From an optimization exercise on the open Yosys and OpenROAD flow, aimed at small area, a short achievable clock period and few clock cycles; shortcuts taken in it are not production practice.
In this exercise RTL edits were held to simulation tests only and were not proved equivalent to the original.
Power figures rest on the tool's default switching activity, not on a simulated workload.

[flow/config.mk]
export PLATFORM = sky130hd
export DESIGN_NAME = LCD_CTRL
export DESIGN_NICKNAME = LCD_CTRL
export VERILOG_FILES = /design/flow/design.v
export SDC_FILE = /design/flow/constraint.sdc
export NUM_CORES = 8
export LEC_CHECK = 0
export CAP_MARGIN = 20
export CORE_MARGIN = 2
export CORE_UTILIZATION = 45
export SLEW_MARGIN = 20
[flow/constraint.sdc]
create_clock -name core_clock -period 11.0 [get_ports {clk}]
set_input_delay 2.2000 -clock core_clock [delete_from_list [all_inputs] [get_ports {clk}]]
set_output_delay 2.2000 -clock core_clock [all_outputs]
set_load 0.01 [all_outputs]
[flow/design.v]
module LCD_CTRL(clk, reset, IROM_Q, cmd, cmd_valid, IROM_EN, IROM_A, IRB_RW, IRB_D, IRB_A, busy, done);
input clk;
input reset;
input [7:0] IROM_Q;
input [2:0] cmd;
input cmd_valid;
output IROM_EN;
output [5:0] IROM_A;
output IRB_RW;
output [7:0] IRB_D;
output [5:0] IRB_A;
output busy;
output done;
reg        IROM_EN;
reg  [5:0] IROM_A;
reg        IRB_RW;
reg  [7:0] IRB_D;
reg  [5:0] IRB_A;
reg        busy;
reg        done;
localparam [383:0] SPIRAL = 384'hff81c0fb9df03c8181f7abe85d0142f3b9e07d8103db1389d72ba959134ad339a179930bb6a552b2b96275a51392371b;
genvar gi, gj;
integer i, j;
reg  [511:0] img;         
reg  [6:0]   n;           
reg  [6:0]   ln;          
reg  [63:0]  pend;        
reg  [2:0]   X, Y;        
reg  [6:0]   rt;          
reg  [6:0]   cl;          
reg  [7:0]   wv [0:3];    
reg  [2:0]   c_r;         
reg          v_r;
reg          ok;          
reg          flush;       
reg  [5:0]   land_a;      
reg          land_v;
wire is_data = c_r[2] & (c_r[1] | c_r[0]);               
wire is_wr   = (c_r == 3'd0);
wire exec    = v_r & (~is_data | ok);
wire exec_d  = v_r & is_data & ok;
wire accept  = cmd_valid & ~busy & ~done;
wire mv_up = exec & (c_r == 3'd1) & ~rt[0];
wire mv_dn = exec & (c_r == 3'd2) & ~rt[6];
wire mv_lf = exec & (c_r == 3'd3) & ~cl[0];
wire mv_rt = exec & (c_r == 3'd4) & ~cl[6];
wire [6:0] rt_n = mv_up ? {1'b0, rt[6:1]} : mv_dn ? {rt[5:0], 1'b0} : rt;
wire [6:0] cl_n = mv_lf ? {1'b0, cl[6:1]} : mv_rt ? {cl[5:0], 1'b0} : cl;
wire [2:0] Y_n  = mv_up ? Y - 3'd1 : mv_dn ? Y + 3'd1 : Y;
wire [2:0] X_n  = mv_lf ? X - 3'd1 : mv_rt ? X + 3'd1 : X;
wire [7:0] rw  = {1'b0, rt} | {rt, 1'b0};                
wire [7:0] cw  = {1'b0, cl} | {cl, 1'b0};
wire [7:0] rwn = {1'b0, rt_n} | {rt_n, 1'b0};
wire [7:0] cwn = {1'b0, cl_n} | {cl_n, 1'b0};
wire [63:0] win_c, win_n, land_dec;
generate
for (gi = 0; gi < 64; gi = gi + 1) begin : msk
    assign win_c[gi]    = rw[gi/8] & cw[gi%8];
    assign win_n[gi]    = rwn[gi/8] & cwn[gi%8];
    assign land_dec[gi] = land_v & (land_a == gi);
end
endgenerate
function [3:0] cls_or;
    input [63:0] m;
    integer p;
    begin
        cls_or = 4'd0;
        for (p = 0; p < 64; p = p + 1)
            cls_or[{p[3], p[0]}] = cls_or[{p[3], p[0]}] | m[p];
    end
endfunction
wire [9:0] sum = {2'b00, wv[0]} + {2'b00, wv[1]} + {2'b00, wv[2]} + {2'b00, wv[3]};
reg  [7:0] nv [0:3];      
always @(*) begin
    for (i = 0; i < 4; i = i + 1)
        case (c_r[1:0])
        2'b10:   nv[i] = wv[i ^ 2];           
        2'b11:   nv[i] = wv[i ^ 1];           
        default: nv[i] = sum[9:2];            
        endcase
end
reg [7:0] rd [0:3];
always @(*) begin
    for (i = 0; i < 4; i = i + 1) rd[i] = 8'd0;
    for (j = 0; j < 64; j = j + 1)
        rd[{j[3], j[0]}] = rd[{j[3], j[0]}] | ({8{win_n[j]}} & img[j*8 +: 8]);
end
function [5:0] sp_addr;
    input [5:0] n;
    case (n)
    6'd0: sp_addr = 6'd27;
    6'd1: sp_addr = 6'd28;
    6'd2: sp_addr = 6'd35;
    6'd3: sp_addr = 6'd36;
    6'd4: sp_addr = 6'd19;
    6'd5: sp_addr = 6'd20;
    6'd6: sp_addr = 6'd26;
    6'd7: sp_addr = 6'd29;
    6'd8: sp_addr = 6'd34;
    6'd9: sp_addr = 6'd37;
    6'd10: sp_addr = 6'd43;
    6'd11: sp_addr = 6'd44;
    6'd12: sp_addr = 6'd18;
    6'd13: sp_addr = 6'd21;
    6'd14: sp_addr = 6'd42;
    6'd15: sp_addr = 6'd45;
    6'd16: sp_addr = 6'd11;
    6'd17: sp_addr = 6'd12;
    6'd18: sp_addr = 6'd25;
    6'd19: sp_addr = 6'd30;
    6'd20: sp_addr = 6'd33;
    6'd21: sp_addr = 6'd38;
    6'd22: sp_addr = 6'd51;
    6'd23: sp_addr = 6'd52;
    6'd24: sp_addr = 6'd10;
    6'd25: sp_addr = 6'd13;
    6'd26: sp_addr = 6'd17;
    6'd27: sp_addr = 6'd22;
    6'd28: sp_addr = 6'd41;
    6'd29: sp_addr = 6'd46;
    6'd30: sp_addr = 6'd50;
    6'd31: sp_addr = 6'd53;
    6'd32: sp_addr = 6'd9;
    6'd33: sp_addr = 6'd14;
    6'd34: sp_addr = 6'd49;
    6'd35: sp_addr = 6'd54;
    6'd36: sp_addr = 6'd3;
    6'd37: sp_addr = 6'd4;
    6'd38: sp_addr = 6'd24;
    6'd39: sp_addr = 6'd31;
    6'd40: sp_addr = 6'd32;
    6'd41: sp_addr = 6'd39;
    6'd42: sp_addr = 6'd59;
    6'd43: sp_addr = 6'd60;
    6'd44: sp_addr = 6'd2;
    6'd45: sp_addr = 6'd5;
    6'd46: sp_addr = 6'd16;
    6'd47: sp_addr = 6'd23;
    6'd48: sp_addr = 6'd40;
    6'd49: sp_addr = 6'd47;
    6'd50: sp_addr = 6'd58;
    6'd51: sp_addr = 6'd61;
    6'd52: sp_addr = 6'd1;
    6'd53: sp_addr = 6'd6;
    6'd54: sp_addr = 6'd8;
    6'd55: sp_addr = 6'd15;
    6'd56: sp_addr = 6'd48;
    6'd57: sp_addr = 6'd55;
    6'd58: sp_addr = 6'd57;
    6'd59: sp_addr = 6'd62;
    6'd60: sp_addr = 6'd0;
    6'd61: sp_addr = 6'd7;
    6'd62: sp_addr = 6'd56;
    6'd63: sp_addr = 6'd63;
    endcase
endfunction
function [5:0] rk_s;
    input [2:0] y, x;
    case ({y, x})
    {3'd1, 3'd1}: rk_s = 6'd60;
    {3'd1, 3'd2}: rk_s = 6'd52;
    {3'd1, 3'd3}: rk_s = 6'd44;
    {3'd1, 3'd4}: rk_s = 6'd37;
    {3'd1, 3'd5}: rk_s = 6'd45;
    {3'd1, 3'd6}: rk_s = 6'd53;
    {3'd1, 3'd7}: rk_s = 6'd61;
    {3'd2, 3'd1}: rk_s = 6'd54;
    {3'd2, 3'd2}: rk_s = 6'd32;
    {3'd2, 3'd3}: rk_s = 6'd24;
    {3'd2, 3'd4}: rk_s = 6'd17;
    {3'd2, 3'd5}: rk_s = 6'd25;
    {3'd2, 3'd6}: rk_s = 6'd33;
    {3'd2, 3'd7}: rk_s = 6'd55;
    {3'd3, 3'd1}: rk_s = 6'd46;
    {3'd3, 3'd2}: rk_s = 6'd26;
    {3'd3, 3'd3}: rk_s = 6'd12;
    {3'd3, 3'd4}: rk_s = 6'd5;
    {3'd3, 3'd5}: rk_s = 6'd13;
    {3'd3, 3'd6}: rk_s = 6'd27;
    {3'd3, 3'd7}: rk_s = 6'd47;
    {3'd4, 3'd1}: rk_s = 6'd40;
    {3'd4, 3'd2}: rk_s = 6'd20;
    {3'd4, 3'd3}: rk_s = 6'd8;
    {3'd4, 3'd4}: rk_s = 6'd3;
    {3'd4, 3'd5}: rk_s = 6'd9;
    {3'd4, 3'd6}: rk_s = 6'd21;
    {3'd4, 3'd7}: rk_s = 6'd41;
    {3'd5, 3'd1}: rk_s = 6'd48;
    {3'd5, 3'd2}: rk_s = 6'd28;
    {3'd5, 3'd3}: rk_s = 6'd14;
    {3'd5, 3'd4}: rk_s = 6'd11;
    {3'd5, 3'd5}: rk_s = 6'd15;
    {3'd5, 3'd6}: rk_s = 6'd29;
    {3'd5, 3'd7}: rk_s = 6'd49;
    {3'd6, 3'd1}: rk_s = 6'd56;
    {3'd6, 3'd2}: rk_s = 6'd34;
    {3'd6, 3'd3}: rk_s = 6'd30;
    {3'd6, 3'd4}: rk_s = 6'd23;
    {3'd6, 3'd5}: rk_s = 6'd31;
    {3'd6, 3'd6}: rk_s = 6'd35;
    {3'd6, 3'd7}: rk_s = 6'd57;
    {3'd7, 3'd1}: rk_s = 6'd62;
    {3'd7, 3'd2}: rk_s = 6'd58;
    {3'd7, 3'd3}: rk_s = 6'd50;
    {3'd7, 3'd4}: rk_s = 6'd43;
    {3'd7, 3'd5}: rk_s = 6'd51;
    {3'd7, 3'd6}: rk_s = 6'd59;
    {3'd7, 3'd7}: rk_s = 6'd63;
    default: rk_s = 6'bxxxxxx;
    endcase
endfunction
function [5:0] rk_u;
    input [2:0] y, x;
    case ({y, x})
    {3'd2, 3'd1}: rk_u = 6'd60;
    {3'd2, 3'd2}: rk_u = 6'd52;
    {3'd2, 3'd3}: rk_u = 6'd44;
    {3'd2, 3'd4}: rk_u = 6'd37;
    {3'd2, 3'd5}: rk_u = 6'd45;
    {3'd2, 3'd6}: rk_u = 6'd53;
    {3'd2, 3'd7}: rk_u = 6'd61;
    {3'd3, 3'd1}: rk_u = 6'd54;
    {3'd3, 3'd2}: rk_u = 6'd32;
    {3'd3, 3'd3}: rk_u = 6'd24;
    {3'd3, 3'd4}: rk_u = 6'd17;
    {3'd3, 3'd5}: rk_u = 6'd25;
    {3'd3, 3'd6}: rk_u = 6'd33;
    {3'd3, 3'd7}: rk_u = 6'd55;
    {3'd4, 3'd1}: rk_u = 6'd46;
    {3'd4, 3'd2}: rk_u = 6'd26;
    {3'd4, 3'd3}: rk_u = 6'd12;
    {3'd4, 3'd4}: rk_u = 6'd5;
    {3'd4, 3'd5}: rk_u = 6'd13;
    {3'd4, 3'd6}: rk_u = 6'd27;
    {3'd4, 3'd7}: rk_u = 6'd47;
    {3'd5, 3'd1}: rk_u = 6'd40;
    {3'd5, 3'd2}: rk_u = 6'd20;
    {3'd5, 3'd3}: rk_u = 6'd8;
    {3'd5, 3'd4}: rk_u = 6'd3;
    {3'd5, 3'd5}: rk_u = 6'd9;
    {3'd5, 3'd6}: rk_u = 6'd21;
    {3'd5, 3'd7}: rk_u = 6'd41;
    {3'd6, 3'd1}: rk_u = 6'd48;
    {3'd6, 3'd2}: rk_u = 6'd28;
    {3'd6, 3'd3}: rk_u = 6'd14;
    {3'd6, 3'd4}: rk_u = 6'd11;
    {3'd6, 3'd5}: rk_u = 6'd15;
    {3'd6, 3'd6}: rk_u = 6'd29;
    {3'd6, 3'd7}: rk_u = 6'd49;
    {3'd7, 3'd1}: rk_u = 6'd56;
    {3'd7, 3'd2}: rk_u = 6'd34;
    {3'd7, 3'd3}: rk_u = 6'd30;
    {3'd7, 3'd4}: rk_u = 6'd23;
    {3'd7, 3'd5}: rk_u = 6'd31;
    {3'd7, 3'd6}: rk_u = 6'd35;
    {3'd7, 3'd7}: rk_u = 6'd57;
    default: rk_u = 6'bxxxxxx;
    endcase
endfunction
function [5:0] rk_d;
    input [2:0] y, x;
    case ({y, x})
    {3'd1, 3'd1}: rk_d = 6'd54;
    {3'd1, 3'd2}: rk_d = 6'd32;
    {3'd1, 3'd3}: rk_d = 6'd24;
    {3'd1, 3'd4}: rk_d = 6'd17;
    {3'd1, 3'd5}: rk_d = 6'd25;
    {3'd1, 3'd6}: rk_d = 6'd33;
    {3'd1, 3'd7}: rk_d = 6'd55;
    {3'd2, 3'd1}: rk_d = 6'd46;
    {3'd2, 3'd2}: rk_d = 6'd26;
    {3'd2, 3'd3}: rk_d = 6'd12;
    {3'd2, 3'd4}: rk_d = 6'd5;
    {3'd2, 3'd5}: rk_d = 6'd13;
    {3'd2, 3'd6}: rk_d = 6'd27;
    {3'd2, 3'd7}: rk_d = 6'd47;
    {3'd3, 3'd1}: rk_d = 6'd40;
    {3'd3, 3'd2}: rk_d = 6'd20;
    {3'd3, 3'd3}: rk_d = 6'd8;
    {3'd3, 3'd4}: rk_d = 6'd3;
    {3'd3, 3'd5}: rk_d = 6'd9;
    {3'd3, 3'd6}: rk_d = 6'd21;
    {3'd3, 3'd7}: rk_d = 6'd41;
    {3'd4, 3'd1}: rk_d = 6'd48;
    {3'd4, 3'd2}: rk_d = 6'd28;
    {3'd4, 3'd3}: rk_d = 6'd14;
    {3'd4, 3'd4}: rk_d = 6'd11;
    {3'd4, 3'd5}: rk_d = 6'd15;
    {3'd4, 3'd6}: rk_d = 6'd29;
    {3'd4, 3'd7}: rk_d = 6'd49;
    {3'd5, 3'd1}: rk_d = 6'd56;
    {3'd5, 3'd2}: rk_d = 6'd34;
    {3'd5, 3'd3}: rk_d = 6'd30;
    {3'd5, 3'd4}: rk_d = 6'd23;
    {3'd5, 3'd5}: rk_d = 6'd31;
    {3'd5, 3'd6}: rk_d = 6'd35;
    {3'd5, 3'd7}: rk_d = 6'd57;
    {3'd6, 3'd1}: rk_d = 6'd62;
    {3'd6, 3'd2}: rk_d = 6'd58;
    {3'd6, 3'd3}: rk_d = 6'd50;
    {3'd6, 3'd4}: rk_d = 6'd43;
    {3'd6, 3'd5}: rk_d = 6'd51;
    {3'd6, 3'd6}: rk_d = 6'd59;
    {3'd6, 3'd7}: rk_d = 6'd63;
    default: rk_d = 6'bxxxxxx;
    endcase
endfunction
function [5:0] rk_l;
    input [2:0] y, x;
    case ({y, x})
    {3'd1, 3'd2}: rk_l = 6'd60;
    {3'd1, 3'd3}: rk_l = 6'd52;
    {3'd1, 3'd4}: rk_l = 6'd44;
    {3'd1, 3'd5}: rk_l = 6'd37;
    {3'd1, 3'd6}: rk_l = 6'd45;
    {3'd1, 3'd7}: rk_l = 6'd53;
    {3'd2, 3'd2}: rk_l = 6'd54;
    {3'd2, 3'd3}: rk_l = 6'd32;
    {3'd2, 3'd4}: rk_l = 6'd24;
    {3'd2, 3'd5}: rk_l = 6'd17;
    {3'd2, 3'd6}: rk_l = 6'd25;
    {3'd2, 3'd7}: rk_l = 6'd33;
    {3'd3, 3'd2}: rk_l = 6'd46;
    {3'd3, 3'd3}: rk_l = 6'd26;
    {3'd3, 3'd4}: rk_l = 6'd12;
    {3'd3, 3'd5}: rk_l = 6'd5;
    {3'd3, 3'd6}: rk_l = 6'd13;
    {3'd3, 3'd7}: rk_l = 6'd27;
    {3'd4, 3'd2}: rk_l = 6'd40;
    {3'd4, 3'd3}: rk_l = 6'd20;
    {3'd4, 3'd4}: rk_l = 6'd8;
    {3'd4, 3'd5}: rk_l = 6'd3;
    {3'd4, 3'd6}: rk_l = 6'd9;
    {3'd4, 3'd7}: rk_l = 6'd21;
    {3'd5, 3'd2}: rk_l = 6'd48;
    {3'd5, 3'd3}: rk_l = 6'd28;
    {3'd5, 3'd4}: rk_l = 6'd14;
    {3'd5, 3'd5}: rk_l = 6'd11;
    {3'd5, 3'd6}: rk_l = 6'd15;
    {3'd5, 3'd7}: rk_l = 6'd29;
    {3'd6, 3'd2}: rk_l = 6'd56;
    {3'd6, 3'd3}: rk_l = 6'd34;
    {3'd6, 3'd4}: rk_l = 6'd30;
    {3'd6, 3'd5}: rk_l = 6'd23;
    {3'd6, 3'd6}: rk_l = 6'd31;
    {3'd6, 3'd7}: rk_l = 6'd35;
    {3'd7, 3'd2}: rk_l = 6'd62;
    {3'd7, 3'd3}: rk_l = 6'd58;
    {3'd7, 3'd4}: rk_l = 6'd50;
    {3'd7, 3'd5}: rk_l = 6'd43;
    {3'd7, 3'd6}: rk_l = 6'd51;
    {3'd7, 3'd7}: rk_l = 6'd59;
    default: rk_l = 6'bxxxxxx;
    endcase
endfunction
function [5:0] rk_r;
    input [2:0] y, x;
    case ({y, x})
    {3'd1, 3'd1}: rk_r = 6'd52;
    {3'd1, 3'd2}: rk_r = 6'd44;
    {3'd1, 3'd3}: rk_r = 6'd37;
    {3'd1, 3'd4}: rk_r = 6'd45;
    {3'd1, 3'd5}: rk_r = 6'd53;
    {3'd1, 3'd6}: rk_r = 6'd61;
    {3'd2, 3'd1}: rk_r = 6'd32;
    {3'd2, 3'd2}: rk_r = 6'd24;
    {3'd2, 3'd3}: rk_r = 6'd17;
    {3'd2, 3'd4}: rk_r = 6'd25;
    {3'd2, 3'd5}: rk_r = 6'd33;
    {3'd2, 3'd6}: rk_r = 6'd55;
    {3'd3, 3'd1}: rk_r = 6'd26;
    {3'd3, 3'd2}: rk_r = 6'd12;
    {3'd3, 3'd3}: rk_r = 6'd5;
    {3'd3, 3'd4}: rk_r = 6'd13;
    {3'd3, 3'd5}: rk_r = 6'd27;
    {3'd3, 3'd6}: rk_r = 6'd47;
    {3'd4, 3'd1}: rk_r = 6'd20;
    {3'd4, 3'd2}: rk_r = 6'd8;
    {3'd4, 3'd3}: rk_r = 6'd3;
    {3'd4, 3'd4}: rk_r = 6'd9;
    {3'd4, 3'd5}: rk_r = 6'd21;
    {3'd4, 3'd6}: rk_r = 6'd41;
    {3'd5, 3'd1}: rk_r = 6'd28;
    {3'd5, 3'd2}: rk_r = 6'd14;
    {3'd5, 3'd3}: rk_r = 6'd11;
    {3'd5, 3'd4}: rk_r = 6'd15;
    {3'd5, 3'd5}: rk_r = 6'd29;
    {3'd5, 3'd6}: rk_r = 6'd49;
    {3'd6, 3'd1}: rk_r = 6'd34;
    {3'd6, 3'd2}: rk_r = 6'd30;
    {3'd6, 3'd3}: rk_r = 6'd23;
    {3'd6, 3'd4}: rk_r = 6'd31;
    {3'd6, 3'd5}: rk_r = 6'd35;
    {3'd6, 3'd6}: rk_r = 6'd57;
    {3'd7, 3'd1}: rk_r = 6'd58;
    {3'd7, 3'd2}: rk_r = 6'd50;
    {3'd7, 3'd3}: rk_r = 6'd43;
    {3'd7, 3'd4}: rk_r = 6'd51;
    {3'd7, 3'd5}: rk_r = 6'd59;
    {3'd7, 3'd6}: rk_r = 6'd63;
    default: rk_r = 6'bxxxxxx;
    endcase
endfunction
wire [3:0] ia_r = 4'b0001 << IROM_A[4:3];
wire [3:0] ia_c = 4'b0001 << IROM_A[1:0];
wire [3:0] wr4 = rw[3:0] | rw[7:4];                    
wire [3:0] wc4 = cw[3:0] | cw[7:4];
wire [3:0] wr4u = {wr4[0], wr4[3:1]}, wr4d = {wr4[2:0], wr4[3]};
wire [3:0] wc4l = {wc4[0], wc4[3:1]}, wc4r = {wc4[2:0], wc4[3]};
wire hr  = |(ia_r & wr4),  hc  = |(ia_c & wc4);
wire hru = |(ia_r & wr4u), hrd = |(ia_r & wr4d);
wire hcl = |(ia_c & wc4l), hcr = |(ia_c & wc4r);
wire ld  = ~IROM_EN;
wire ok_s = ({1'b0, rk_s(Y, X)} < ln) & ~(ld & hr  & hc);
wire ok_u = ({1'b0, rk_u(Y, X)} < ln) & ~(ld & hru & hc);
wire ok_d = ({1'b0, rk_d(Y, X)} < ln) & ~(ld & hrd & hc);
wire ok_l = ({1'b0, rk_l(Y, X)} < ln) & ~(ld & hr  & hcl);
wire ok_r = ({1'b0, rk_r(Y, X)} < ln) & ~(ld & hr  & hcr);
wire ok_n = mv_up ? ok_u : mv_dn ? ok_d : mv_lf ? ok_l : mv_rt ? ok_r : ok_s;
wire [3:0] fwd = cls_or(win_n & land_dec);
wire [63:0] wc = pend & ~(flush ? 64'd0 : win_c);
wire [63:0] wc_p;
generate
for (gi = 0; gi < 64; gi = gi + 1) begin : wp
    assign wc_p[gi] = wc[SPIRAL[(63-gi)*6 +: 6]];
end
endgenerate
wire [63:0] wg_p = wc_p & ~pre_or(wc_p);
reg  [5:0]  wa;
reg  [63:0] wg;
always @(*) begin
    wa = 6'd0; wg = 64'd0;
    for (j = 0; j < 64; j = j + 1) begin
        wa = wa | ({6{wg_p[j]}} & SPIRAL[(63-j)*6 +: 6]);
        wg[SPIRAL[(63-j)*6 +: 6]] = wg_p[j];
    end
end
reg  [5:0]  wa_r;
reg         wv_r;
reg  [7:0]  wd;
always @(*) begin
    wd = 8'd0;
    for (j = 0; j < 64; j = j + 1)
        wd = wd | ({8{wa_r == j}} & img[j*8 +: 8]);
end
wire wany = |wc;
function [63:0] pre_or;
    input [63:0] v;
    reg [63:0] s;
    integer d, q;
    begin
        s = v;
        for (d = 1; d < 64; d = d * 2)
            for (q = 63; q >= 0; q = q - 1)
                if (q >= d) s[q] = s[q] | s[q-d];
        pre_or = {s[62:0], 1'b0};
    end
endfunction
wire [3:0] r4 = rw[3:0] | rw[7:4];
wire [3:0] c4 = cw[3:0] | cw[7:4];
wire [7:0] wbus [0:15];
generate
for (gi = 0; gi < 4; gi = gi + 1) begin : wbr
    for (gj = 0; gj < 4; gj = gj + 1) begin : wbc
        wire s = exec_d & r4[gi] & c4[gj];
        assign wbus[gi*4+gj] = s ? nv[(gi%2)*2 + gj%2] : IROM_Q;
    end
end
endgenerate
always @(posedge clk) begin
    for (j = 0; j < 64; j = j + 1)
        if (land_dec[j] | (exec_d & win_c[j]))
            img[j*8 +: 8] <= wbus[((j/8)%4)*4 + (j%8)%4];
end
wire       flush_n = flush | (exec & is_wr);
wire       v_r_n   = accept | (v_r & ~exec);
wire [2:0] c_r_n   = accept ? cmd : c_r;
wire       busy_n  = flush_n | (v_r_n & ((c_r_n == 3'd0) | (c_r_n[2] & (c_r_n[1] | c_r_n[0]) & ~ok_n)));
always @(posedge clk or posedge reset) begin
    if (reset) begin
        X <= 3'd4; Y <= 3'd4; rt <= 7'b0001000; cl <= 7'b0001000;
        c_r <= 3'd0; v_r <= 1'b0; ok <= 1'b0; flush <= 1'b0;
        busy <= 1'b0; done <= 1'b0;
        n <= 7'd1; ln <= 7'd0; pend <= 64'd0;
        IROM_A <= 6'd27; IROM_EN <= 1'b0;
        land_a <= 6'd0; land_v <= 1'b0;
        IRB_RW <= 1'b1; wv_r <= 1'b0;
    end else begin
        c_r <= c_r_n; v_r <= v_r_n; flush <= flush_n; busy <= busy_n;
        X <= X_n; Y <= Y_n; rt <= rt_n; cl <= cl_n;
        ok <= ok_n;
        IROM_A <= sp_addr(n[5:0]);
        IROM_EN <= n[6];
        n <= n + {6'd0, ~n[6]}; ln <= n;
        land_a <= IROM_A; land_v <= ~IROM_EN;
        pend <= (pend & ~wg) | land_dec | (exec_d ? win_c : 64'd0);
        wv_r <= wany; IRB_RW <= ~wv_r;
        done <= done | (flush & ~|pend & ~wv_r & n[6] & IROM_EN & ~land_v);
    end
end
always @(posedge clk) begin
    wa_r <= wa; IRB_A <= wa_r; IRB_D <= wd;
    for (i = 0; i < 4; i = i + 1)
        wv[i] <= exec_d ? nv[i] : (fwd[i] ? IROM_Q : rd[i]);
end
endmodule
[flow/run.sh]
#!/bin/bash
# synth_recipe.tcl (not shown) runs the flow's synth.tcl, then flattens the netlist and writes it again
# the make line also repeats each setting of config.mk as NAME=value (left out here)
make -C /OpenROAD-flow-scripts/flow DESIGN_CONFIG=/design/flow/config.mk WORK_HOME=/design/flow/orfs CLKGATE_MAP_FILE= SYNTH_SCRIPT=/design/flow/synth_recipe.tcl finish
==> results of run 1 <==
-- cell usage in the layout, fill, tap and decap left out, types with 84 or more instances in the layout --
cell type,synthesis,final
o21ai_0,225,211
buf_4,5,175
edfxtp_1,512,512
a22o_1,146,145
nor2_1,286,217
a22oi_1,85,84
nand3_1,96,96
nand2_1,261,260
a21oi_1,149,146
dfrtp_1,110,108
a221oi_1,149,144
-- metal layers --
layer | GRT usage | part of all wire | up-vias
met5 | 0.0279 | 0.0015 | -
met4 | 0.492 | 0.12 | 32
met3 | 0.308 | 0.17 | 1450
met2 | 0.751 | 0.40 | 4227
met1 | 0.594 | 0.31 | 17847
li1 | - | - | 13445
-- synthesized netlist by cell type, types with 22 or more instances --
cell type | n | area (um2)
nand2b_1 | 46 | 288
nor2b_1 | 27 | 169
mux2_2 | 38 | 428
a221oi_1 | 149 | 1310
ha_1 | 47 | 588
edfxtp_1 | 512 | 15400
a21oi_1 | 149 | 746
a222oi_1 | 71 | 711
o21ai_0 | 225 | 1130
a22oi_1 | 85 | 638
nor4_1 | 28 | 175
a22o_1 | 146 | 1280
mux2i_1 | 42 | 420
clkbuf_1 | 162 | 608
inv_1 | 54 | 203
nor3_1 | 40 | 200
o21ai_1 | 22 | 110
nor2_1 | 286 | 1070
nand4_1 | 65 | 407
a211oi_1 | 24 | 180
o211ai_1 | 26 | 195
a21o_1 | 50 | 375
nand2_1 | 261 | 980
nand3_1 | 96 | 480
dfxtp_1 | 52 | 1040
buf_2 | 23 | 115
o22ai_1 | 92 | 576
dfrtp_1 | 110 | 2750
-- worst reg2reg max path, stage by stage (launching register included) --
cell	delay, ns
dfrtp_2	0.77
nor4bb_1	1.00
nand2_1	0.52
a22oi_1	0.33
buf_4	0.41
inv_2	0.46
a222oi_1	0.43
o21ai_0	0.17
nor4_1	0.53
a211o_1	0.20
o21ai_0	0.07
-- report_power, final --
part / leakage (nW) / internal (mW) / switching [mW] / total, mW
clock: 1.25 / 1.56 / 1.15 / 2.71
sequential: 6.49 / 3.04 / 0.461 / 3.50
combinational: 6.97 / 1.58 / 3.91 / 5.50
total: 14.7 / 6.18 / 5.52 / 11.7
-- final cells by class --
| class | count | area, um2 |
|---|---|---|
| Clock buffer | 105 | 2140 |
| Clock inverter | 36 | 410 |
| Tap cell | 1050 | 1310 |
| Timing Repair Buffer | 220 | 1770 |
| Multi-Input combinational cell | 2352 | 16000 |
| Sequential cell | 684 | 19400 |
| Antenna cell | 31 | 77.6 |
| Fill cell | 6963 | 37700 |
| Inverter | 63 | 241 |
-- sequential cells by signal, indices dropped and copies added, names as in the netlist, 5 cells and up --
name and cells:
pend 64, wa_r 6, ln 6, img 512
land_a 6, n 7, IROM_A 5, rt 7
wv 32, cl 7, IRB_D 8, IRB_A 6
-- final timing paths --
| path | startpoint | to | slack (ns) | depth (start not counted) |
|---|---|---|---|---|
| min in group asynchronous | reset | rt[1]$_DFF_PP0_ | 2.02 | 2 |
| min | IROM_A[5]$_DFF_PP0_ | land_a[5]$_DFF_PP0_ | 0.41 | 0 |
| min reg2reg | IROM_A[5]$_DFF_PP0_ | land_a[5]$_DFF_PP0_ | 0.41 | 0 |
| max in group asynchronous | reset | pend[30]$_DFF_PP0_ | 7.74 | 3 |
| max | c_r[1]$_DFF_PP0_ | wv[2][2]$_DFF_P_ | 5.95 | 10 |
| max reg2reg | c_r[1]$_DFF_PP0_ | wv[2][2]$_DFF_P_ | 5.95 | 10 |
-- metrics by stage --
stage | worst slack, ns | utilization | power, mW
floorplan | 5.63 | - | 6.29
global placement | 6.42 | 0.488 | 8.42
detailed placement | 6.29 | 0.488 | 8.49
CTS | 6.30 | 0.521 | 11.1
global route | 5.92 | 0.523 | 11.8
finish | 5.95 | 0.524 | 11.7
-- logic make-up after synthesis --
family          count (synthesis)  share of synthesized area
compound gates               1206                      0.240
xor+xnor                       20                    0.00487
fa+ha+maj                      65                     0.0264
buf+inv                       270                     0.0295
flops                         684                      0.540
mux                            85                     0.0267
simple gates                  976                      0.132
==> run notes, run 1 <==
- The flow ran to the end and the layout has no timing, DRC or antenna violations.
- Once the clock tree was built, the setup fixing pass inserted 0 buffers.
- The core box area is just under 0.08 mm2.
- The synthesized netlist contains between 90 and 100 unique library cells.
- The biggest cell delay along the critical path is 1.00 ns.
- On the critical path, the stage with the largest delay is an instance of nor4bb_1.
- The total via count in the routed design is ~37000.
- The x dimension of the die is roughly 290 um.
- Setup repair after global routing left no endpoint under its margin.
- The number of antenna violations at the first check in global routing is 36.
- Yosys printed 4 warnings.
- The count of pins on the block boundary is 38.
- Setup violations remaining at the end of the flow were counted as 0.
- The clock latency on the worst-skew pair is ~0.7 ns.
- The family with the most delay on the worst path is simple AND/OR/NAND/NOR gates.
- The maximum fanout along the worst path is between 50 and 60.
- The height of the die is roughly 290 um.
- In this run the number of H-tree levels came out at 3.
- The remaining global-route overflow is 0.
- The kind of capture point of the worst setup path is a register.
- The final weighted congestion in routability-driven placement is about 1.1.
- The total wirelength of the detailed-routed design is approximately 230000 um.
- The path type of the worst min-delay path is register to register.
- The time the worst path needs with I/O delays and setup is between 5 and 6 ns.
- Measured against its own limit, the worst slew margin works out to 0.103.
- The via density per instance is around 8.
- For the worst setup path, the data arrival time is 5.55 ns.
- In this run the static leakage power is between 10 and 15 nW.
- The kind of critical path is register to register.
- STA puts the critical path data required time at between 10 and 15 ns.
- The library cell used as clock root buffer is clkbuf_16.
- The total placed cells including tap cells is between 4000 and 5000.
- The fraction of registers with async set or reset after synthesis is 0.175.
- VDD sags by at most roughly 0.00023 V.
- Once layout is done, the placed cells without fillers occupy a little over 0.04 mm2.
- The buffer and inverter count on the worst path is 2.
- For this run, the top clock speed supported by timing is about 0.20 GHz.
- The post-detailed-placement cell area is approximately 0.039 mm2.
- The detailed-router iteration count before antenna repair is 15.
- The initial utilization of the core area, before any placement, comes to 0.455.
- Among the stages of the critical path, the cell type that occurs most often is o21ai_0.
- Walking the worst path, the cells encountered are nor4bb_1 > nand2_1 > a22oi_1 > buf_4 > inv_2 > a222oi_1 > o21ai_0 > nor4_1 > a211o_1 > o21ai_0.
- In the synthesized netlist the dominant register cell turns out to be edfxtp_1.
- The number of non-filler instances in the completed layout is around 4500.
- The worst hold slack is just over 0.4 ns.
- The maximum root-to-sink buffer count is 3.
- The post-cts resize count is 0.
- Counting the buffers created by CTS gives between 70 and 80.
- The worst setup path is launched from a register.
- At the pin with the least slew margin, the transition time is between 1 and 1.5 ns.
- Across the run, the number of max-cap violations was 0.
- The per-instance average area after synthesis is 10.9 um2.
- Once detail routing completed, the nets flagged for antenna violations numbered 0.
- The synthesized netlist cell count is ~3300.
- The die area is between 0.08 and 0.09 mm2.
- The synthesized design contains 512 enable-type register cells.
- The count of final max-slew check failures is 0.
- In the routed design, unresolved DRC markers number 0.
- The cell area after synthesis is 0.0360 mm2.
- The CTS tree is done.
- Compared with the post-synthesis result, the final layout area differs by 15.1%.
- The hold violation count in the final report is 0.
- Detailed placement finished with a half-perimeter wire length of around 160000 um.
- The number of global-route vias before repair is ~34000.
- After the last flow step, the layout net total stands at ~3500.
- The first-pass GRT wire length is around 300000 um.
- The sequential cell area fraction in the yosys report is 0.540.
- The maximum number of pins on one net before global-route repair is 66.
- Clock skew on the completed layout was measured at 0.0406 ns.
- After synthesis the netlist holds a flip-flop and latch count of about 700.
- Counting every sink on the clock net gives just under 700.
- The portion of the clock cycle consumed by the worst path in the final layout is 0.459.
- The synthesized net count is 3385.
- Setup total negative slack on the finished layout was measured at 0 ns.
- Of the cells placed in the final design, the portion with a size suffix greater than 1 is 0.153.
- The quantity of I/O buffers inserted on ports is 37.
- The ratio of total power to cell area is roughly 280 mW/mm2.
- After clock tree synthesis, the clock-pin slew on the worst setup and hold paths is ~0.07 ns.
- The overall global routing resource usage is 0.546.
- The initialized floorplan defines around 100 standard-cell rows.
- The starting DRC count in detailed routing is just over 8000.
- The mean routed wirelength per cell is roughly 50 um.
- For this design, the CTS-stage hold fixing added 0 buffers.
Testbench counts, summed over its fixed seeds: cycles 5,870.
==> run 2: changes to the inputs <==
--- a/flow/design.v
+++ b/flow/design.v
@@ -26,2 +26,3 @@
 reg  [6:0]   ln;          
+reg  [5:0]   rks, rku, rkd, rkl, rkr;    
 reg  [63:0]  pend;        
@@ -71,3 +72,22 @@
 endfunction
-wire [9:0] sum = {2'b00, wv[0]} + {2'b00, wv[1]} + {2'b00, wv[2]} + {2'b00, wv[3]};
+wire [7:0] s1 = wv[0] ^ wv[1] ^ wv[2];
+wire [8:0] c1 = {(wv[0] & wv[1]) | (wv[0] & wv[2]) | (wv[1] & wv[2]), 1'b0};
+wire [8:0] s2 = {1'b0, s1} ^ c1 ^ {1'b0, wv[3]};
+wire [9:0] c2 = {({1'b0, s1} & c1) | ({1'b0, s1} & {1'b0, wv[3]}) | (c1 & {1'b0, wv[3]}), 1'b0};
+wire [9:0] sum = pfx_add({1'b0, s2}, c2);
+function [9:0] pfx_add;
+    input [9:0] a, b;
+    reg [9:0] g, p, gg, pp;
+    integer d, q;
+    begin
+        g = a & b; p = a ^ b; gg = g; pp = p;
+        for (d = 1; d < 10; d = d * 2)
+            for (q = 9; q >= 0; q = q - 1)
+                if (q >= d) begin
+                    gg[q] = gg[q] | (pp[q] & gg[q-d]);
+                    pp[q] = pp[q] & pp[q-d];
+                end
+        pfx_add = p ^ {gg[8:0], 1'b0};
+    end
+endfunction
 reg  [7:0] nv [0:3];      
@@ -208,3 +228,3 @@
     {3'd7, 3'd7}: rk_s = 6'd63;
-    default: rk_s = 6'bxxxxxx;
+    default: rk_s = 6'd63;
     endcase
@@ -256,3 +276,3 @@
     {3'd7, 3'd7}: rk_u = 6'd57;
-    default: rk_u = 6'bxxxxxx;
+    default: rk_u = 6'd63;
     endcase
@@ -304,3 +324,3 @@
     {3'd6, 3'd7}: rk_d = 6'd63;
-    default: rk_d = 6'bxxxxxx;
+    default: rk_d = 6'd63;
     endcase
@@ -352,3 +372,3 @@
     {3'd7, 3'd7}: rk_l = 6'd59;
-    default: rk_l = 6'bxxxxxx;
+    default: rk_l = 6'd63;
     endcase
@@ -400,3 +420,3 @@
     {3'd7, 3'd6}: rk_r = 6'd63;
-    default: rk_r = 6'bxxxxxx;
+    default: rk_r = 6'd63;
     endcase
@@ -413,7 +433,7 @@
 wire ld  = ~IROM_EN;
-wire ok_s = ({1'b0, rk_s(Y, X)} < ln) & ~(ld & hr  & hc);
-wire ok_u = ({1'b0, rk_u(Y, X)} < ln) & ~(ld & hru & hc);
-wire ok_d = ({1'b0, rk_d(Y, X)} < ln) & ~(ld & hrd & hc);
-wire ok_l = ({1'b0, rk_l(Y, X)} < ln) & ~(ld & hr  & hcl);
-wire ok_r = ({1'b0, rk_r(Y, X)} < ln) & ~(ld & hr  & hcr);
+wire ok_s = ({1'b0, rks} < ln) & ~(ld & hr  & hc);
+wire ok_u = ({1'b0, rku} < ln) & ~(ld & hru & hc);
+wire ok_d = ({1'b0, rkd} < ln) & ~(ld & hrd & hc);
+wire ok_l = ({1'b0, rkl} < ln) & ~(ld & hr  & hcl);
+wire ok_r = ({1'b0, rkr} < ln) & ~(ld & hr  & hcr);
 wire ok_n = mv_up ? ok_u : mv_dn ? ok_d : mv_lf ? ok_l : mv_rt ? ok_r : ok_s;
@@ -484,2 +504,4 @@
         n <= 7'd1; ln <= 7'd0; pend <= 64'd0;
+        rks <= rk_s(3'd4, 3'd4); rku <= rk_u(3'd4, 3'd4); rkd <= rk_d(3'd4, 3'd4);
+        rkl <= rk_l(3'd4, 3'd4); rkr <= rk_r(3'd4, 3'd4);
         IROM_A <= 6'd27; IROM_EN <= 1'b0;
@@ -490,2 +512,4 @@
         X <= X_n; Y <= Y_n; rt <= rt_n; cl <= cl_n;
+        rks <= rk_s(Y_n, X_n); rku <= rk_u(Y_n, X_n); rkd <= rk_d(Y_n, X_n);
+        rkl <= rk_l(Y_n, X_n); rkr <= rk_r(Y_n, X_n);
         ok <= ok_n;
==> flow/flow/run.sh (new file) <==
#!/bin/bash
# Layout: the standard flow (standard.sh), unchanged, except that its
# timing repair (floorplan, CTS and global-route repair_timing) aims at a
# setup margin of 8.0 ns instead of 0, so it sizes the critical paths for a
# shorter period. The SDC, the clock period and every other step are the
# standard ones. make's full output goes to flow.log here; each ORFS step
# writes its own log under orfs/logs/.
set -euo pipefail
bash standard.sh SETUP_SLACK_MARGIN=8.0 finish > flow.log 2>&1
==> flow/standard.sh (new file) <==
#!/bin/bash
# synth_recipe.tcl (not shown) runs the flow's synth.tcl, then flattens the netlist and writes it again
# the make line also repeats each setting of config.mk as NAME=value (left out here)
make -C /OpenROAD-flow-scripts/flow DESIGN_CONFIG=/design/flow/config.mk WORK_HOME=/design/flow/orfs CLKGATE_MAP_FILE= SYNTH_SCRIPT=/design/flow/synth_recipe.tcl "${@:-finish}"
--- a/flow/config.mk
+++ b/flow/config.mk
@@ -9,3 +9,6 @@
 export CORE_MARGIN = 2
-export CORE_UTILIZATION = 45
+export CORE_UTILIZATION = 40
+export CTS_BUF_LIST = sky130_fd_sc_hd__clkbuf_16
+export CTS_CLUSTER_DIAMETER = 80
+export CTS_CLUSTER_SIZE = 30
 export SLEW_MARGIN = 20
removed: flow/run.sh
==> run notes, run 2 <==
- The flow ran to the end and the layout has no timing, DRC or antenna violations.
- The die area is 0.0949 mm2 (+15%).
- In the layout the commonest cells are edfxtp_1 (512), buf_4 (355), nor2_1 (249).
- The endpoint of the lowest-slack register-to-register path is img[135]$_DFFE_PP_.
- The kind of critical path is register to register.
- The maximum fanout along the worst path came to 5 (-91%).
- The synthesis warning total is 4 (unchanged).
- The buffer and inverter count on the worst path is 5 (+3).
- The highest clock frequency the design can meet was 0.245 GHz (+23%).
- The dominant cell type by count on the critical path is buf_6.
- The area of all sequential standard cells is 0.0203 mm2 (+4.3%).
- The number of hold buffers added after cts is 0 (unchanged).
- The cell at the slowest stage of the critical path is fa_2.
- The final-layout fill cell count is 7726 (+11%).
- The clock latency on the worst-skew pair is 0.70 ns (+0.02 ns).
- By count the netlist is led by edfxtp_1 (512), nor2_1 (352), a21oi_1 (201), nand2_1 (184), a221oi_1 (156).
- The multi-input gate area in the final layout came to 0.0201 mm2 (+25%).
- The static power due to leakage is 17.8 nW (+21%).
- The final net count is 3842 (+10%).
- The number of clock buffers inserted by TritonCTS came to 45 (-42%).
- The time the worst path needs with I/O delays and setup is 4.09 ns (-0.958 ns).
- The busiest metal layer after global routing is met2.
- The register bit total from synthesis is 714 (+4.4%).
- The fraction of layout cells with a size suffix above 1 is 0.353 (+0.200).
- The remaining routing DRC violations is 0 (unchanged).
- The total placed cells including tap cells is 4528 (+3.9%).
- The slew at the pin closest to its max-slew limit came to 1.38 ns (+0.0345 ns).
- The proportion of netlist area held by the largest area contributor is 0.416 (-0.0116).
- On the critical path the largest part of the delay comes from adder cells.
- The synthesized netlist cell count is 3323 (+0.51%).
- The count of final max-slew check failures was 0 (unchanged).
- The mean routed wirelength per cell is 50.4 um (+1.1%).
- The height of the die is 308 um (+7.4%).
- The setup slack after placement came to 6.19 ns (-0.0955 ns).
- The cell count along the critical path is 17 (+7).
- The root buffer cell chosen for the clock tree is clkbuf_16.
- The sequential cell area fraction in the yosys report is 0.546 (+0.00600).
- The total power after layout is 18.4 mW (+57%).
- The starting density of the core is 0.404 (-0.0513).
- The critical register-to-register path startpoint is wv[1][2]$_DFF_P_.
- The post-detailed-placement cell area is 0.0401 mm2 (+3.8%).
- The biggest cell delay along the critical path is 0.63 ns (-0.37 ns).
- The number of non-filler instances in the completed layout is 5004 (+10%).
- The setup violation total in the final timing report is 0 (unchanged).
- The cell area after layout is 0.0496 mm2 (+20%).
- The starting DRC count in detailed routing is 7502 (-9.7%).
- The hold violation count in the final report came to 0 (unchanged).
- The number of nets with antenna violations after detailed routing was 0 (unchanged).
- The maximum ir drop on the vdd rail is 0.000732 V (+210%).
- The distinct cell type count after synthesis was 102 (+7.4%).
- The CTS clock-pin slew for the worst setup and hold paths is 0.11 ns (+0.04 ns).
- Traced cell by cell, the critical path runs through fa_1 > fa_2 > buf_6 > buf_6 > inv_2 > fa_2 > buf_6 > nor2b_4 > o21ai_2 > a21boi_2 > o21ai_2 > a21boi_2 > o21a_2 > nor3_4 > buf_4 > a21o_4 > mux2i_4.
- Counting flops per register, the top entry is img.
- The first-pass GRT wire length is 321000 um (+7.2%).
- The total wirelength of the detailed-routed design is 252000 um (+11%).
- The maximum root-to-sink buffer count was 3 (unchanged).
- The synthesized net count was 3406 (+0.62%).
- The quantity of I/O buffers inserted on ports is 37 (unchanged).
- The number of max-cap violations is 0 (unchanged).
- The synthesized design spends more area on one cell type than any other, namely edfxtp_1.
- The detailed-router iteration count before antenna repair is 9 (-6).
- The setup slack of the worst register-to-register path came to 6.91 ns (+0.96 ns).
- The number of placement rows is 111 (+7.8%).
- The core box area is 0.0917 mm2 (+16%).
- The final weighted congestion in routability-driven placement came to 1.14 (+1.8%).
- The remaining global-route overflow is 0 (unchanged).
- The length in cells of the worst reg-to-reg path was 17 (+7).
- The global routing usage on met1 is 0.572 (-0.0222).
- The critical path starts at wv[1][2]$_DFF_P_.
- The data required time at the worst endpoint is 11.50 ns (about the same).
- The worst setup path is launched from a register.
- The post-route setup TNS is 0 ns (unchanged).
- The via density per instance came to 7.85 (-3.6%).
- The portion of the clock cycle consumed by the worst path in the final layout is 0.372 (-0.0871).
- The worst hold slack is 0.386 ns (-0.0251 ns).
- TritonCTS built the clock tree.
- The kind of capture point of the worst setup path is a register.
- The placed wire-length estimate is 170000 um (+8.2%).
- The per-instance average area after synthesis is 11.1 um2 (+2.3%).
- The met3 usage was 0.219 (-0.0884).
- The smallest setup slack after layout came to 6.91 ns (+0.958 ns).
- The x dimension of the die was 308 um (+7.4%).
- The tightest slew margin relative to the limit came to 0.0788 (-0.0240).
- The fraction of registers with async set or reset after synthesis is 0.210 (+0.0346).
- The ratio of total power to cell area was 371 mW/mm2 (+31%).
- The number of sinks handled by clock tree synthesis is 714 (+4.4%).
- The largest clock skew in the final design is 0.0681 ns (+0.0275 ns).
- The largest registers in the layout are img (512), pend (64), wv (32).
- The routing usage on met2 came to 0.728 (-0.0223).
- Among all cell types in the netlist, the one instantiated most often is edfxtp_1.
- The maximum number of pins on one net before global-route repair came to 151 (+130%).
- The number of flip-flops in the largest register is 512 (unchanged).
- The primary flip-flop cell chosen by synthesis mapping is edfxtp_1.
- The path type of the worst min-delay path is register to register.
- The cell area after synthesis was 0.0370 mm2 (+2.8%).
- The count of H-tree levels built during CTS is 2 (-1).
- The commonest non-fill, non-tap cell in the layout is edfxtp_1.
- By area the synthesized netlist is led by edfxtp_1 (42%), dfrtp_1 (8.8%), a221oi_1 (3.7%), nor2_1 (3.6%), a22o_1 (3.4%).
- The overall global routing resource usage came to 0.511 (-0.0354).
- The termination of the worst setup path is img[135]$_DFFE_PP_.
- The count of pins on the block boundary is 38 (unchanged).
- Setup repair after global routing could not meet its margin everywhere.
- The total via count in the routed design was 39301 (+6.2%).
- The number of antenna violations at the first check in global routing was 21 (-42%).
- The number of global-route vias before repair is 35231 (+4.2%).
- The post-route core utilization is 0.542 (+0.0178).
- The synthesis-to-finish area growth is 34.2%.
- The count of flip-flops with a built-in enable after synthesis is 512 (unchanged).
- The data arrival time of the critical path came to 4.59 ns (-0.96 ns).
run 2: kinds of logic after synthesis:
group | synth area share
xor+xnor | 0.00355
compound gates | 0.238
flops | 0.546
simple gates | 0.127
buf+inv | 0.0268
fa+ha+maj | 0.0266
mux | 0.0320
run 2: repair_timing:
item,4_1_cts,5_1_grt
resized for setup,703,334
gates cloned,11,5
setup endpoints to repair,1185,694
setup buffers,220,132
pin swaps,71,99
run 2: final cells by class:
class | count | share of cell area
Multi-Input combinational cell | 2361 | 0.404
Clock buffer | 45 | 0.0227
Antenna cell | 23 | 0.00116
Timing Repair Buffer | 575 | 0.117
Tap cell | 1186 | 0.0299
Timing Repair inverter | 4 | 0.000630
Inverter | 58 | 0.00544
Sequential cell | 714 | 0.408
Clock inverter | 38 | 0.0108
run 2: worst min path at each step:
stage	cells after the start	from	slack (ns)	endpoint
after CTS	0	IROM_A[5]$_DFF_PP0_	0.39	land_a[5]$_DFF_PP0_
after floorplan	0	n[5]$_DFF_PP0_	0.35	ln[5]$_DFF_PP0_
final	0	IROM_A[5]$_DFF_PP0_	0.39	land_a[5]$_DFF_PP0_
after detailed placement	0	IROM_A[5]$_DFF_PP0_	0.37	land_a[5]$_DFF_PP0_
after global routing	0	IROM_A[5]$_DFF_PP0_	0.40	land_a[5]$_DFF_PP0_
after global placement	0	IROM_A[5]$_DFF_PP0_	0.37	land_a[5]$_DFF_PP0_
run 2: worst register-to-register path: stages (launching register included):
cell      delay [ns]
dfxtp_4         0.37
fa_1            0.50
fa_2            0.63
buf_6           0.12
buf_6           0.08
inv_2           0.03
fa_2            0.36
buf_6           0.13
nor2b_4         0.12
o21ai_2         0.07
a21boi_2        0.22
o21ai_2         0.13
a21boi_2        0.18
o21a_2          0.23
nor3_4          0.07
buf_4           0.14
a21o_4          0.27
mux2i_4         0.24
run 2: where the power goes:
| group | switching (mW) | internal (mW) |
|---|---|---|
| combinational | 7.60 | 5.18 |
| sequential | 0.355 | 3.23 |
| clock | 1.19 | 0.870 |
| total | 9.15 | 9.28 |
run 2: per-layer routing:
metal	share of wire	routed length, um
met1	0.32	81200
met2	0.41	102000
met3	0.15	36900
met4	0.13	31600
met5	0.00031	77
Testbench counts of run 2, summed over its fixed seeds: cycles 5,870.
==> run 3: changes to the inputs <==
==> flow/flow/run.sh (replaced) <==
#!/bin/bash
# Layout: the standard flow (standard.sh), unchanged, except that its
# timing repair (floorplan, CTS and global-route repair_timing) aims at a
# setup margin of 7.5 ns instead of 0, so it sizes the critical paths for a
# shorter period. The SDC, the clock period and every other step are the
# standard ones. make's full output goes to flow.log here; each ORFS step
# writes its own log under orfs/logs/.
set -euo pipefail
bash standard.sh SETUP_SLACK_MARGIN=7.5 finish > flow.log 2>&1
==> run notes, run 3 <==
- STA classifies the critical path endpoint as a register.
- The number of sinks handled by clock tree synthesis is 714 (unchanged).
- The final net count is 3607 (-6.1%).
- The maximum root-to-sink buffer count is 3 (unchanged).
- The count of final max-slew check failures is 0 (unchanged).
- The synthesized design spends more area on one cell type than any other, namely edfxtp_1.
- The time the worst path needs with I/O delays and setup is 3.94 ns (-0.151 ns).
- The overall global routing resource usage was 0.504 (-0.00611).
- The CTS tree is done.
- The post-route setup TNS is 0 ns (unchanged).
- The starting density of the core is 0.404 (unchanged).
- The synthesized netlist cell count is 3323 (unchanged).
- The run finished with no timing, DRC or antenna violations.
- The static power due to leakage is 15.7 nW (-11%).
- The placed wire-length estimate is 174000 um (+2.1%).
- The part of the total power dissipated in combinational logic is 0.626 (-0.068).
- Setup repair after global routing could not meet its margin everywhere.
- The data required time at the worst endpoint was 11.43 ns (-0.07 ns).
- The largest registers in the layout are img (512), pend (64), wv (32).
- The CTS clock-pin slew for the worst setup and hold paths came to 0.09 ns (-0.02 ns).
- Leaving out fill and tap cells, the most frequent cell in the layout is edfxtp_1.
- The fraction of registers with async set or reset after synthesis is 0.210 (unchanged).
- The number of flip-flops in the largest register was 512 (unchanged).
- The power share of the clock group is 0.134 (+0.022).
- The number of nets with antenna violations after detailed routing came to 0 (unchanged).
- The quantity of I/O buffers inserted on ports is 37 (unchanged).
- The count of H-tree levels built during CTS is 2 (unchanged).
- The maximum number of pins on one net before global-route repair is 151 (unchanged).
- The count of flip-flops with a built-in enable after synthesis is 512 (unchanged).
- The remaining global-route overflow came to 0 (unchanged).
- Leaving out fill and tap cells, the most frequent cells in the layout are edfxtp_1 (512), buf_4 (257), nor2_1 (254).
- The total wirelength of the detailed-routed design came to 242000 um (-3.9%).
- The starting DRC count in detailed routing was 6843 (-8.8%).
- The hold violation count in the final report is 0 (unchanged).
- The final weighted congestion in routability-driven placement came to 1.09 (-4.7%).
- The cell area after layout was 0.0448 mm2 (-9.8%).
- The proportion of netlist area held by the largest area contributor is 0.416 (unchanged).
- The distinct cell type count after synthesis was 102 (unchanged).
- The x dimension of the die is 308 um (unchanged).
- The slew at the pin closest to its max-slew limit is 1.33 ns (-0.0541 ns).
- The number of hold buffers added after cts is 0 (unchanged).
- The largest clock skew in the final design came to 0.0472 ns (-0.0209 ns).
- By count the netlist is led by edfxtp_1 (512), nor2_1 (352), a21oi_1 (201), nand2_1 (184), a221oi_1 (156).
- Yosys attributes the largest share of cell area to edfxtp_1 (42%), dfrtp_1 (8.8%), a221oi_1 (3.7%), nor2_1 (3.6%), a22o_1 (3.4%).
- The library cell used as clock root buffer is clkbuf_16.
- The kind of critical path is register to register.
- The final-layout fill cell count is 8238 (+6.6%).
- The maximum ir drop on the vdd rail came to 0.000349 V (-52%).
- The leading cell type by number of instances after synthesis is edfxtp_1.
- The worst hold path belongs to the class register to register.
- The fraction of layout cells with a size suffix above 1 is 0.250 (-0.102).
- More flip-flops sit in one register than any other, and that register is img.
- The core box area came to 0.0917 mm2 (unchanged).
- The launching element type of the critical path is a register.
- The number of placement rows came to 111 (unchanged).
- The post-detailed-placement cell area came to 0.0399 mm2 (-0.50%).
- The tightest slew margin relative to the limit is 0.115 (+0.0361).
- The cell area after synthesis is 0.0370 mm2 (unchanged).
- The count of pins on the block boundary is 38 (unchanged).
- The data arrival time of the critical path is 4.37 ns (-0.22 ns).
- The per-instance average area after synthesis came to 11.1 um2 (unchanged).
- The setup violation total in the final timing report was 0 (unchanged).
- The register bit total from synthesis is 714 (unchanged).
- The remaining routing DRC violations is 0 (unchanged).
- The number of global-route vias before repair is 33586 (-4.7%).
- The first-pass GRT wire length came to 316000 um (-1.8%).
- The ratio of total power to cell area came to 339 mW/mm2 (-8.6%).
- The sequential cell area fraction in the yosys report is 0.546 (unchanged).
- The net switching component of the power is 7.66 mW (-16%).
- The portion of the clock cycle consumed by the worst path in the final layout is 0.358 (-0.0138).
- The synthesized net count came to 3406 (unchanged).
- The die area is 0.0949 mm2 (unchanged).
- The internal power summed over all cells came to 7.52 mW (-19%).
- The total via count in the routed design is 36444 (-7.3%).
- The detailed-router iteration count before antenna repair is 7 (-2).
- The height of the die was 308 um (unchanged).
- For this run, the leading register cell type out of synthesis is edfxtp_1.
- The number of antenna violations at the first check in global routing is 17 (-19%).
- The clock latency on the worst-skew pair is 0.71 ns (about the same).
- From synthesis to final layout, the design area changed by 21.0%.
- The number of max-cap violations is 0 (unchanged).
- The number of clock buffers inserted by TritonCTS came to 44 (-2.2%).
- The maximum fanout along the worst path is 5 (unchanged).
- The sequential group share of total power is 0.240 (+0.046).
- The mean routed wirelength per cell is 51.0 um (+1.1%).
- The highest clock frequency the design can meet came to 0.254 GHz (+3.8%).
- The synthesis warning total came to 4 (unchanged).
- The via density per instance is 7.66 (-2.4%).
- The switching part of the total power is 0.504 (+0.00809).
==> run 3: cell types whose count changed in the layout (fill, tap and decap cells not counted), moves of 19 or more <==
cell     delta
a21oi_1    +31
a21oi_4    -39
buf_12     -50
buf_4      -98
buf_6      -77
mux2_2     +31
mux2_4     -31
nor2_2     +20
nor2_4     -25
o21ai_0    +35
o21ai_2    -19
==> run 3: stage by stage <==
step           worst slack (ns)  instances  power (mW)  hold WS (ns)   util
6_report                   7.06       4756        15.2         0.428  0.488
2_1_floorplan              6.93       3323        7.14         0.352      -
5_1_grt                    7.01       4745        15.4         0.447  0.488
4_1_cts                    7.18       4697        13.7         0.423  0.475
3_5_place_dp               5.90       4548        10.1         0.403  0.436
3_3_place_gp               6.08       4544        10.1         0.409  0.435
==> run 3: path summary, 6_finish.rpt <==
check / slack, ns / from / cells after the start / endpoint
min: 0.43 / wv_r$_DFF_PP0_ / 1 / IRB_RW$_DFF_PP1_
max in group asynchronous: 8.15 / reset / 3 / cl[0]$_DFF_PP0_
max reg2reg: 7.06 / wv[0][2]$_DFF_P_ / 13 / img[134]$_DFFE_PP_
min reg2reg: 0.43 / wv_r$_DFF_PP0_ / 1 / IRB_RW$_DFF_PP1_
min in group asynchronous: 2.06 / reset / 3 / n[4]$_DFF_PP0_
max: 7.06 / wv[0][2]$_DFF_P_ / 13 / img[134]$_DFFE_PP_
==> run 3: timing repair <==
action	in CTS	in global routing
gates resized for setup	374	165
setup buffers	67	41
gates cloned	2	0
pin swaps	33	30
setup endpoints to repair	756	519
==> run 3: power by group through the flow <==
| stage | Sequential, mW | Clock [mW] | Combinational (mW) |
|---|---|---|---|
| floorplan | 3.41 | 0 | 3.73 |
| global placement | 3.65 | 0 | 6.44 |
| detailed placement | 3.65 | 0 | 6.44 |
| CTS | 3.61 | 2.03 | 8.08 |
| global route | 3.64 | 2.12 | 9.61 |
| finish | 3.64 | 2.03 | 9.51 |
==> run 3: cells by family (layout without fill, tap and decap cells) <==
| family | Yosys count | after routing | share of synthesized area |
|---|---|---|---|
| adders and majority gates | 69 | 69 | 0.0266 |
| other | 0 | 12 | 0 |
| xor gates and xnor gates | 15 | 15 | 0.00355 |
| buffers and inverters | 249 | 484 | 0.0268 |
| and+or+nand+nor | 961 | 961 | 0.127 |
| AOI/OAI and AO/OA | 1211 | 1211 | 0.238 |
| DFF | 714 | 714 | 0.546 |
| muxes | 104 | 104 | 0.0320 |
==> run 3: final cells by class <==
cell class,instances,area [um2],share of cell area
timing repair inverter,2,10.0,0.000224
inverter,58,249,0.00556
antenna,12,30.0,0.000671
sequential,714,20200,0.452
timing repair buffer,344,2960,0.0662
clock buffer,45,1130,0.0252
clock inverter,35,520,0.0116
tap,1186,1480,0.0332
multi-input combinational,2360,18100,0.405
==> run 3: worst max-delay path: stages, from the launching register on <==
cell and delay [ns]:
dfxtp_4 0.40, fa_1 0.57, fa_1 0.47, ha_1 0.28, and4b_1 0.18, o21a_1 0.20
o21a_1 0.20, o21a_1 0.22, o21a_1 0.21, o21ai_2 0.13, mux2i_1 0.19, buf_4 0.15
and3_4 0.33, a21oi_4 0.11
==> run 3: metal layers <==
layer	track usage	routed length (um)
met3	0.176	31000
met5	0.00568	34
met1	0.581	81600
met2	0.728	99600
met4	0.478	30100
==> run 4: changes to the inputs <==
==> flow/flow/run.sh (replaced) <==
#!/bin/bash
# Layout: the standard flow (standard.sh), unchanged, except that its
# timing repair (floorplan, CTS and global-route repair_timing) aims at a
# setup margin of 7.0 ns instead of 0, so it sizes the critical paths for a
# shorter period. The SDC, the clock period and every other step are the
# standard ones. make's full output goes to flow.log here; each ORFS step
# writes its own log under orfs/logs/.
set -euo pipefail
bash standard.sh SETUP_SLACK_MARGIN=7.0 finish > flow.log 2>&1
==> run notes, run 4 <==
- The flow ran to the end and the layout has no timing, DRC or antenna violations.
- The worst setup path is launched from a register.
- By startpoint and endpoint, the worst setup path is classified as register to register.
- The post-detailed-placement cell area was 0.0399 mm2 (unchanged).
- The overall global routing resource usage is 0.500 (-0.00412).
- The kind of capture point of the worst setup path is a register.
- The cell area after synthesis is 0.0370 mm2 (unchanged).
- The synthesis warning total came to 4 (unchanged).
- The count of pins on the block boundary is 38 (unchanged).
- The clock latency on the worst-skew pair was 0.71 ns (about the same).
- Leaving out fill and tap cells, the most frequent cell in the layout is edfxtp_1.
- The CTS clock-pin slew for the worst setup and hold paths is 0.10 ns (about the same).
- The post-route setup TNS was 0 ns (unchanged).
- The first-pass GRT wire length was 312000 um (-1.0%).
- The setup slack after placement is 5.90 ns (unchanged).
- The largest clock skew in the final design is 0.0536 ns (+0.00641 ns).
- By instance count, the leading cell after synthesis is edfxtp_1.
- The ratio of total power to cell area is 311 mW/mm2 (-8.3%).
- The count of final max-slew check failures is 0 (unchanged).
- The number of placement rows is 111 (unchanged).
- The mean routed wirelength per cell was 51.4 um (+0.84%).
- The data arrival time of the critical path is 4.61 ns (+0.24 ns).
- Leaving out fill and tap cells, the most frequent cells in the layout are edfxtp_1 (512), nor2_1 (265), buf_4 (215).
- The maximum root-to-sink buffer count is 3 (unchanged).
- The slew at the pin closest to its max-slew limit is 1.35 ns (+0.0227 ns).
- The total placed cells including tap cells is 4548 (unchanged).
- The number of clock buffers inserted by TritonCTS is 44 (unchanged).
- The synthesized net count is 3406 (unchanged).
- The smallest setup slack after layout is 6.95 ns (-0.117 ns).
- The starting DRC count in detailed routing was 7014 (+2.5%).
- The hold violation count in the final report is 0 (unchanged).
- The remaining global-route overflow was 0 (unchanged).
- The number of non-filler instances in the completed layout is 4684 (-1.5%).
- The CTS tree is done.
- The count of flip-flops with a built-in enable after synthesis is 512 (unchanged).
- The number of sinks handled by clock tree synthesis is 714 (unchanged).
- The time the worst path needs with I/O delays and setup is 4.05 ns (+0.117 ns).
- The per-instance average area after synthesis is 11.1 um2 (unchanged).
- The fraction of registers with async set or reset after synthesis came to 0.210 (unchanged).
- The static power due to leakage is 15.1 nW (-4.3%).
- The number of flip-flops in the largest register is 512 (unchanged).
- The core box area is 0.0917 mm2 (unchanged).
- The via density per instance came to 7.70 (+0.53%).
- The proportion of netlist area held by the largest area contributor came to 0.416 (unchanged).
- The number of global-route vias before repair came to 33045 (-1.6%).
- Of all cell types, the one taking the most synthesized area is edfxtp_1.
- The maximum fanout along the worst path came to 16 (+11).
- The critical path starts at wa_r[5]$_DFF_P_.
- The starting density of the core is 0.404 (unchanged).
- The register bit total from synthesis is 714 (unchanged).
- The highest clock frequency the design can meet is 0.247 GHz (-2.9%).
- The sequential cell area fraction in the yosys report is 0.546 (unchanged).
- The placed wire-length estimate came to 174000 um (unchanged).
- The number of antenna violations at the first check in global routing is 18 (+1).
- The distinct cell type count after synthesis is 102 (unchanged).
- The tightest slew margin relative to the limit was 0.0997 (-0.0151).
- The x dimension of the die was 308 um (unchanged).
- Among all flip-flop cells after synthesis, the most frequent one is edfxtp_1.
- The worst hold path begins at wv_r$_DFF_PP0_.
- The register ranked first by flip-flop count is img.
- The worst hold slack was 0.422 ns (-0.00623 ns).
- The final weighted congestion in routability-driven placement came to 1.09 (unchanged).
- The path type of the worst min-delay path is register to register.
- The synthesis-to-finish area growth is 14.9%.
- The length in cells of the worst reg-to-reg path is 7 (-6).
- The total via count in the routed design was 36081 (-1.0%).
- The synthesized netlist cell count was 3323 (unchanged).
- The cell area after layout is 0.0425 mm2 (-5.0%).
- The setup violation total in the final timing report is 0 (unchanged).
- The number of nets with antenna violations after detailed routing was 0 (unchanged).
- The data required time at the worst endpoint is 11.55 ns (+0.12 ns).
- By count the netlist is led by edfxtp_1 (512), nor2_1 (352), a21oi_1 (201), nand2_1 (184), a221oi_1 (156).
- The worst hold path cell count is 1 (unchanged).
- Ranked by total cell area, the synthesized netlist is headed by edfxtp_1 (42%), dfrtp_1 (8.8%), a221oi_1 (3.7%), nor2_1 (3.6%), a22o_1 (3.4%).
- The number of max-cap violations is 0 (unchanged).
- In the final layout, the registers with the most flip-flops are img (512), pend (64), wv (32).
- The height of the die is 308 um (unchanged).
- The library cell used as clock root buffer is clkbuf_16.
- The worst register-to-register path begins at wa_r[5]$_DFF_P_.
- The maximum number of pins on one net before global-route repair is 151 (unchanged).
- The remaining routing DRC violations was 0 (unchanged).
- The quantity of I/O buffers inserted on ports is 37 (unchanged).
- The count of H-tree levels built during CTS is 2 (unchanged).
- The maximum ir drop on the vdd rail is 0.000310 V (-11%).
- The fraction of layout cells with a size suffix above 1 is 0.183 (-0.0672).
- Setup repair after global routing could not meet its margin everywhere.
- The portion of the clock cycle consumed by the worst path in the final layout was 0.369 (+0.0107).
- The detailed-router iteration count before antenna repair is 7 (unchanged).
- The final net count is 3531 (-2.1%).
- The die area was 0.0949 mm2 (unchanged).
- The total wirelength of the detailed-routed design is 241000 um (-0.69%).
run 4: cell types whose count changed in the layout (fill, tap and decap cells not counted), moves of 20 or more:
cell | before | now
buf_6 | 34 | 3
a21oi_1 | 108 | 176
buf_4 | 257 | 215
a21oi_4 | 70 | 5
clkdlybuf4s50_1 | 12 | 32
run 4: worst paths after layout:
path	to	slack (ns)
max	IRB_D[1]$_DFF_P_	6.95
min	IRB_RW$_DFF_PP1_	0.42
max reg2reg	IRB_D[1]$_DFF_P_	6.95
min reg2reg	IRB_RW$_DFF_PP1_	0.42
max in group asynchronous	c_r[1]$_DFF_PP0_	8.19
min in group asynchronous	n[4]$_DFF_PP0_	2.07
run 4: metal layers:
layer | wire length (um) | global-route usage | vias to the layer above
met1 | 82000 | 0.582 | 17849
li1 | - | - | 13651
met4 | 29500 | 0.469 | 4
met3 | 30800 | 0.168 | 1062
met5 | 30 | 0 | -
met2 | 98300 | 0.722 | 3515
run 4: worst max-delay path: stages, from the launching register on:
cell and delay, ns:
dfxtp_1 0.46, nand2b_1 0.82, nor2_2 0.07, buf_4 0.29
a22o_1 0.29, a221oi_1 1.03, nand4_1 0.35, or4_1 0.58
run 4: power breakdown:
group	leakage [nW]	internal, mW	switching, mW
Combinational	7.40	2.34	5.21
Clock	0.797	0.864	1.17
Sequential	6.86	3.22	0.417
run 4: cells by family after synthesis:
family          Yosys count  synth area share
compound gates         1211             0.238
flops                   714             0.546
fa+ha+maj                69            0.0266
buf+inv                 249            0.0268
simple gates            961             0.127
xor+xnor                 15           0.00355
mux                     104            0.0320
run 4: what timing repair did:
action | CTS | global route
setup buffers | 20 | 12
setup endpoints to repair | 379 | 368
hold buffers | 0 | 0
endpoints found under the hold margin | 0 | 0
pin swaps | 4 | 9
cloned | 1 | 1
resized for setup | 61 | 78
run 4: metrics by stage:
step	utilization	total power, mW
after floorplan	-	7.14
after global placement	0.435	10.1
after detailed placement	0.436	10.1
after CTS	0.458	12.4
after global routing	0.463	13.4
final	0.464	13.2
run 4: cell type report:
| type | instances | area (um2) |
|---|---|---|
| diodes | 16 | 40.0 |
| clock buffers | 45 | 1130 |
| clock inverters | 35 | 520 |
| fillers | 8417 | 49200 |
| inverters | 58 | 234 |
| multi-input cells | 2360 | 16700 |
| flip-flops and latches | 714 | 20200 |
| well taps | 1186 | 1480 |
| repair buffers | 268 | 2210 |
| repair inverters | 2 | 10.0 |

-- afterwards: timing with drivers on the ports --
The flow's constraints put no driver on any port. The routed layouts listed below were extracted and timed again, unchanged, in two steps. Step 1, drivers: a clkbuf_16 drives clk and a buf_2 each remaining input, both assumed. Step 2 moves the port delays by t, midway between the first and last clock arrival at a register: inputs arrive t later, outputs are due t later. That takes back most of the time a late clock gives input paths. a / b / c = no drivers / after step 1 / after step 2; a / b = the first two.
run | t, ns | setup slack, ns | hold WS [ns]
run 1 | 0.736 | 5.953 / 5.953 / 5.953 | 0.412 / 0.412 / 0.412
run 2 | 0.742 | 6.911 / 6.911 / 6.911 | 0.386 / 0.386 / 0.386
run 3 | 0.754 | 7.063 / 7.063 / 6.649 | 0.428 / 0.428 / 0.428
run 4 | 0.758 | 6.945 / 6.945 / 6.872 | 0.422 / 0.422 / 0.422
After both steps setup and hold are still met in every run listed. For run 3, which loses most, drivers alone change the setup slack by 0.000 ns; drivers and shift together by -0.414 ns.
